Context: an optimization exercise on an open-source flow, tuned for small area and a short achievable clock period. The choices shown serve that exercise and are no tape-out recipe. Only simulation tests tie the RTL to the original design; equivalence was not proved. Power figures rest on the tool's default switching activity, not on a simulated workload.

==> module rv_core, before the edit <==
module rv_core(
    input clk,
    input rst_n,                 
    output [31:0] imem_addr,
    input  [31:0] imem_rdata,
    output [31:0] dmem_addr,
    output [31:0] dmem_wdata,
    output        dmem_we,
    input  [31:0] dmem_rdata
    );
wire [31:0] ins = imem_rdata;
wire [6:0]  op  = ins[6:0];
wire [2:0]  f3  = ins[14:12];
wire [4:0]  rd  = ins[11:7];
wire [4:0]  rs1 = ins[19:15];
wire [4:0]  rs2 = ins[24:20];
wire is_op    = (op == 7'b0110011);
wire is_opimm = (op == 7'b0010011);
wire is_lui   = (op == 7'b0110111);
wire is_load  = (op == 7'b0000011);
wire is_store = (op == 7'b0100011);
wire is_br    = (op == 7'b1100011);
wire is_jal   = (op == 7'b1101111);
reg  [31:1] pc_q;
wire [31:0] pc  = {pc_q, 1'b0};
wire [31:0] pc4 = {pc[31:2] + 30'd1, pc[1:0]};
reg  [31:0] rf [1:31];
wire        wen = rst_n & (is_op | is_opimm | is_lui | is_load | is_jal);
reg  [31:0] wdata;
integer k;
always @(posedge clk)
    for (k = 1; k < 32; k = k + 1)
        if (wen && rd == k)
            rf[k] <= wdata;
wire [61:0] sel1, sel2;      
genvar c;
generate
    for (c = 0; c < 2; c = c + 1) begin : g_dec
        rf_dec u_d1(.rs(rs1), .sel(sel1[31*c +: 31]));
        rf_dec u_d2(.rs(rs2), .sel(sel2[31*c +: 31]));
    end
endgenerate
wire [31:0] r1, r2;
genvar i, j;
generate
    for (i = 0; i < 32; i = i + 1) begin : g_rd
        wire [31:1] col;
        for (j = 1; j < 32; j = j + 1) begin : g_c
            assign col[j] = rf[j][i];
        end
        rf_rdbit3 u_r1(.sel(sel1[31*(i/16) +: 31]), .d(col), .q(r1[i]));
        rf_rdbit3 u_r2(.sel(sel2[31*(i/16) +: 31]), .d(col), .q(r2[i]));
    end
endgenerate
wire [31:0] imm_is = {{21{ins[31]}}, ins[30:25], (ins[5] ? ins[11:7] : ins[24:20])};
wire        b_reg  = ins[5] & (ins[4] | ins[6]);
wire [31:0] b      = b_reg ? r2 : imm_is;
wire [31:0] sum;             
wire [31:0] sum_o;           
wire [31:0] p;               
add_ksp u_add(.a(r1), .b(b), .s(sum_o), .s2(sum), .p(p));
wire        ltu;
ltu32 u_ltu(.a(r1), .b(b), .p(p), .lt(ltu));
wire        lts    = (r1[31] ^ b[31]) ? r1[31] : ltu;
wire        eq     = ~|p;        
reg [31:0] alu;
always @(*)
    case (f3)
        3'b000:  alu = sum;
        3'b010:  alu = {31'd0, lts};
        3'b011:  alu = {31'd0, ltu};
        3'b110:  alu = r1 | b;
        default: alu = 32'd0;
    endcase
always @(*)
    if (ins[2])
        wdata = ins[3] ? pc4 : {ins[31:12], 12'd0};
    else
        wdata = ins[4] ? alu : dmem_rdata;
wire [31:0] imm_bj = ins[3] ? {{12{ins[31]}}, ins[19:12], ins[20], ins[30:21], 1'b0}
                            : {{20{ins[31]}}, ins[7], ins[30:25], ins[11:8], 1'b0};
wire [31:0] target;
wire [31:0] unused_p;
wire        unused_c;
add_sk u_tgt(.a(pc), .b(imm_bj), .cin(1'b0), .s(target), .p(unused_p), .cout(unused_c));
wire        taken  = (is_br & eq) | is_jal;
always @(posedge clk)
    if (~rst_n)
        pc_q <= 31'd0;
    else
        pc_q <= taken ? target[31:1] : pc4[31:1];
assign imem_addr  = pc;
assign dmem_addr  = sum_o;
assign dmem_wdata = r2;
assign dmem_we    = is_store & rst_n;
endmodule
clock: 12.5 ns
lec_check: 0
cap_margin: 20
core_margin: 2
core_utilization: 65
setup_slack_margin: 4
slew_margin: 20
synth_hierarchical: 1
standard.sh (not shown) runs the stock make flow with config.mk's settings and CLKGATE_MAP_FILE= SYNTH_SCRIPT=/design/flow/synth_recipe.tcl, a recipe that flattens the netlist after the stock synthesis.
==> flow/flow/run.sh <==
#!/bin/bash
# Layout flow: the standard layout (standard.sh: ORFS synthesis to final
# layout), run unchanged for synthesis, then with these differences:
#  * port buffers are buf_2 cells instead of ORFS's default choice (a
#    clkdlybuf4s50_1 delay cell); every port still gets its buffer;
#  * CTS builds its tree from clkbuf_8/clkbuf_16 with larger sink clusters and
#    no dummy loads.
# Each tool's full output goes to a log in this folder (and ORFS's own per-step
# logs under orfs/logs/).
set -euo pipefail
bash standard.sh synth > synth.log 2>&1
export BUFFER_PORTS_ARGS="-buffer_cell sky130_fd_sc_hd__buf_2"
export CTS_ARGS="-sink_clustering_enable -repair_clock_nets -dont_use_dummy_load -sink_clustering_size 20 -sink_clustering_max_diameter 80 -buf_list {sky130_fd_sc_hd__clkbuf_8 sky130_fd_sc_hd__clkbuf_16}"
bash standard.sh > layout.log 2>&1
Then changed:
--- a/flow/design.v
+++ b/flow/design.v
@@ -66,6 +66,40 @@
 g_nor2 u15(.a(n12), .b(n13), .y(n15));
 g_nand2 u16(.a(n15), .b(n14), .y(q));
 endmodule
+module rf_rdbit3d(input [31:1] sel, input [31:1] d, output q, output q2);
+wire n1;
+wire n2;
+wire n3;
+wire n4;
+wire n5;
+wire n6;
+wire n7;
+wire n8;
+wire n9;
+wire n10;
+wire n11;
+wire n12;
+wire n13;
+wire n14;
+wire n15;
+g_aoi222 u1(.a(sel[1]), .b(d[1]), .c(sel[2]), .d(d[2]), .e(sel[3]), .f(d[3]), .y(n1));
+g_aoi222 u2(.a(sel[4]), .b(d[4]), .c(sel[5]), .d(d[5]), .e(sel[6]), .f(d[6]), .y(n2));
+g_aoi222 u3(.a(sel[7]), .b(d[7]), .c(sel[8]), .d(d[8]), .e(sel[9]), .f(d[9]), .y(n3));
+g_aoi222 u4(.a(sel[10]), .b(d[10]), .c(sel[11]), .d(d[11]), .e(sel[12]), .f(d[12]), .y(n4));
+g_aoi222 u5(.a(sel[13]), .b(d[13]), .c(sel[14]), .d(d[14]), .e(sel[15]), .f(d[15]), .y(n5));
+g_aoi222 u6(.a(sel[16]), .b(d[16]), .c(sel[17]), .d(d[17]), .e(sel[18]), .f(d[18]), .y(n6));
+g_aoi222 u7(.a(sel[19]), .b(d[19]), .c(sel[20]), .d(d[20]), .e(sel[21]), .f(d[21]), .y(n7));
+g_aoi222 u8(.a(sel[22]), .b(d[22]), .c(sel[23]), .d(d[23]), .e(sel[24]), .f(d[24]), .y(n8));
+g_aoi222 u9(.a(sel[25]), .b(d[25]), .c(sel[26]), .d(d[26]), .e(sel[27]), .f(d[27]), .y(n9));
+g_aoi222 u10(.a(sel[28]), .b(d[28]), .c(sel[29]), .d(d[29]), .e(sel[30]), .f(d[30]), .y(n10));
+g_nand2 u11(.a(sel[31]), .b(d[31]), .y(n11));
+g_nand4 u12(.a(n1), .b(n2), .c(n3), .d(n4), .y(n12));
+g_nand4 u13(.a(n5), .b(n6), .c(n7), .d(n8), .y(n13));
+g_and3 u14(.a(n9), .b(n10), .c(n11), .y(n14));
+g_nor2 u15(.a(n12), .b(n13), .y(n15));
+g_nand2 u16(.a(n15), .b(n14), .y(q));
+g_nand2 u17(.a(n15), .b(n14), .y(q2));
+endmodule
 module g_inv(input a, output y);
 assign y = ~a;
 endmodule
@@ -1096,6 +1130,7 @@
     end
 endgenerate
 wire [31:0] r1, r2;
+wire [31:0] r1x;             
 genvar i, j;
 generate
     for (i = 0; i < 32; i = i + 1) begin : g_rd
@@ -1103,7 +1138,7 @@
         for (j = 1; j < 32; j = j + 1) begin : g_c
             assign col[j] = rf[j][i];
         end
-        rf_rdbit3 u_r1(.sel(sel1[31*(i/16) +: 31]), .d(col), .q(r1[i]));
+        rf_rdbit3d u_r1(.sel(sel1[31*(i/16) +: 31]), .d(col), .q(r1[i]), .q2(r1x[i]));
         rf_rdbit3 u_r2(.sel(sel2[31*(i/16) +: 31]), .d(col), .q(r2[i]));
     end
 endgenerate
@@ -1115,8 +1150,8 @@
 wire [31:0] p;               
 add_ksp u_add(.a(r1), .b(b), .s(sum_o), .s2(sum), .p(p));
 wire        ltu;
-ltu32 u_ltu(.a(r1), .b(b), .p(p), .lt(ltu));
-wire        lts    = (r1[31] ^ b[31]) ? r1[31] : ltu;
+ltu32 u_ltu(.a(r1x), .b(b), .p(p), .lt(ltu));
+wire        lts    = (r1x[31] ^ b[31]) ? r1x[31] : ltu;
 wire        eq     = ~|p;        
 reg [31:0] alu;
 always @(*)
@@ -1124,7 +1159,7 @@
         3'b000:  alu = sum;
         3'b010:  alu = {31'd0, lts};
         3'b011:  alu = {31'd0, ltu};
-        3'b110:  alu = r1 | b;
+        3'b110:  alu = r1x | b;
         default: alu = 32'd0;
     endcase
 always @(*)
The new run passed the timing, DRC and antenna checks.
Worst setup slack loses 0.034 ns.
Hold slack gains 0.0087 ns.
Via count falls by 0.35%.
Synthesized area is about the same.
Total power falls by 1.0%.
First-iteration DRC count falls by 9.4%.
Routed wire length barely changes.
Count of clock-buffer cells in the layout stays the same.

## separate check: timing with driven ports
How much do the figures lean on ideal ports? The routed layouts below were timed once more, with nothing changed but the port constraints.
Step 1: set_driving_cell puts a clkbuf_16 on clk and a buf_2 on each other input, an assumption about the parent block.
Step 2 adds t to the input delays and takes it off the output delays; t is the mean of the earliest and latest rising clock arrival at the registers after step 1. Input paths then give back, and output paths get back, about the clock's delay inside the block.
Three values: ideal ports, drivers, drivers and shift; two values: the first two.
| run | t, ns | slack for setup (ns) | latest minus earliest clock arrival (ns) | slew at the worst register clock pin (ns) |
|---|---|---|---|---|
| the first run | 0.705 | 3.741 / 3.489 / 3.489 | 0.148 / 0.148 | 0.09 / 0.09 |
| the second run | 0.704 | 3.707 / 3.684 / 3.684 | 0.169 / 0.169 | 0.09 / 0.09 |
After both steps every run listed still meets setup and hold. The setup slack of the first run, which loses most, moves by -0.252 ns with the drivers and by -0.252 ns with both steps.
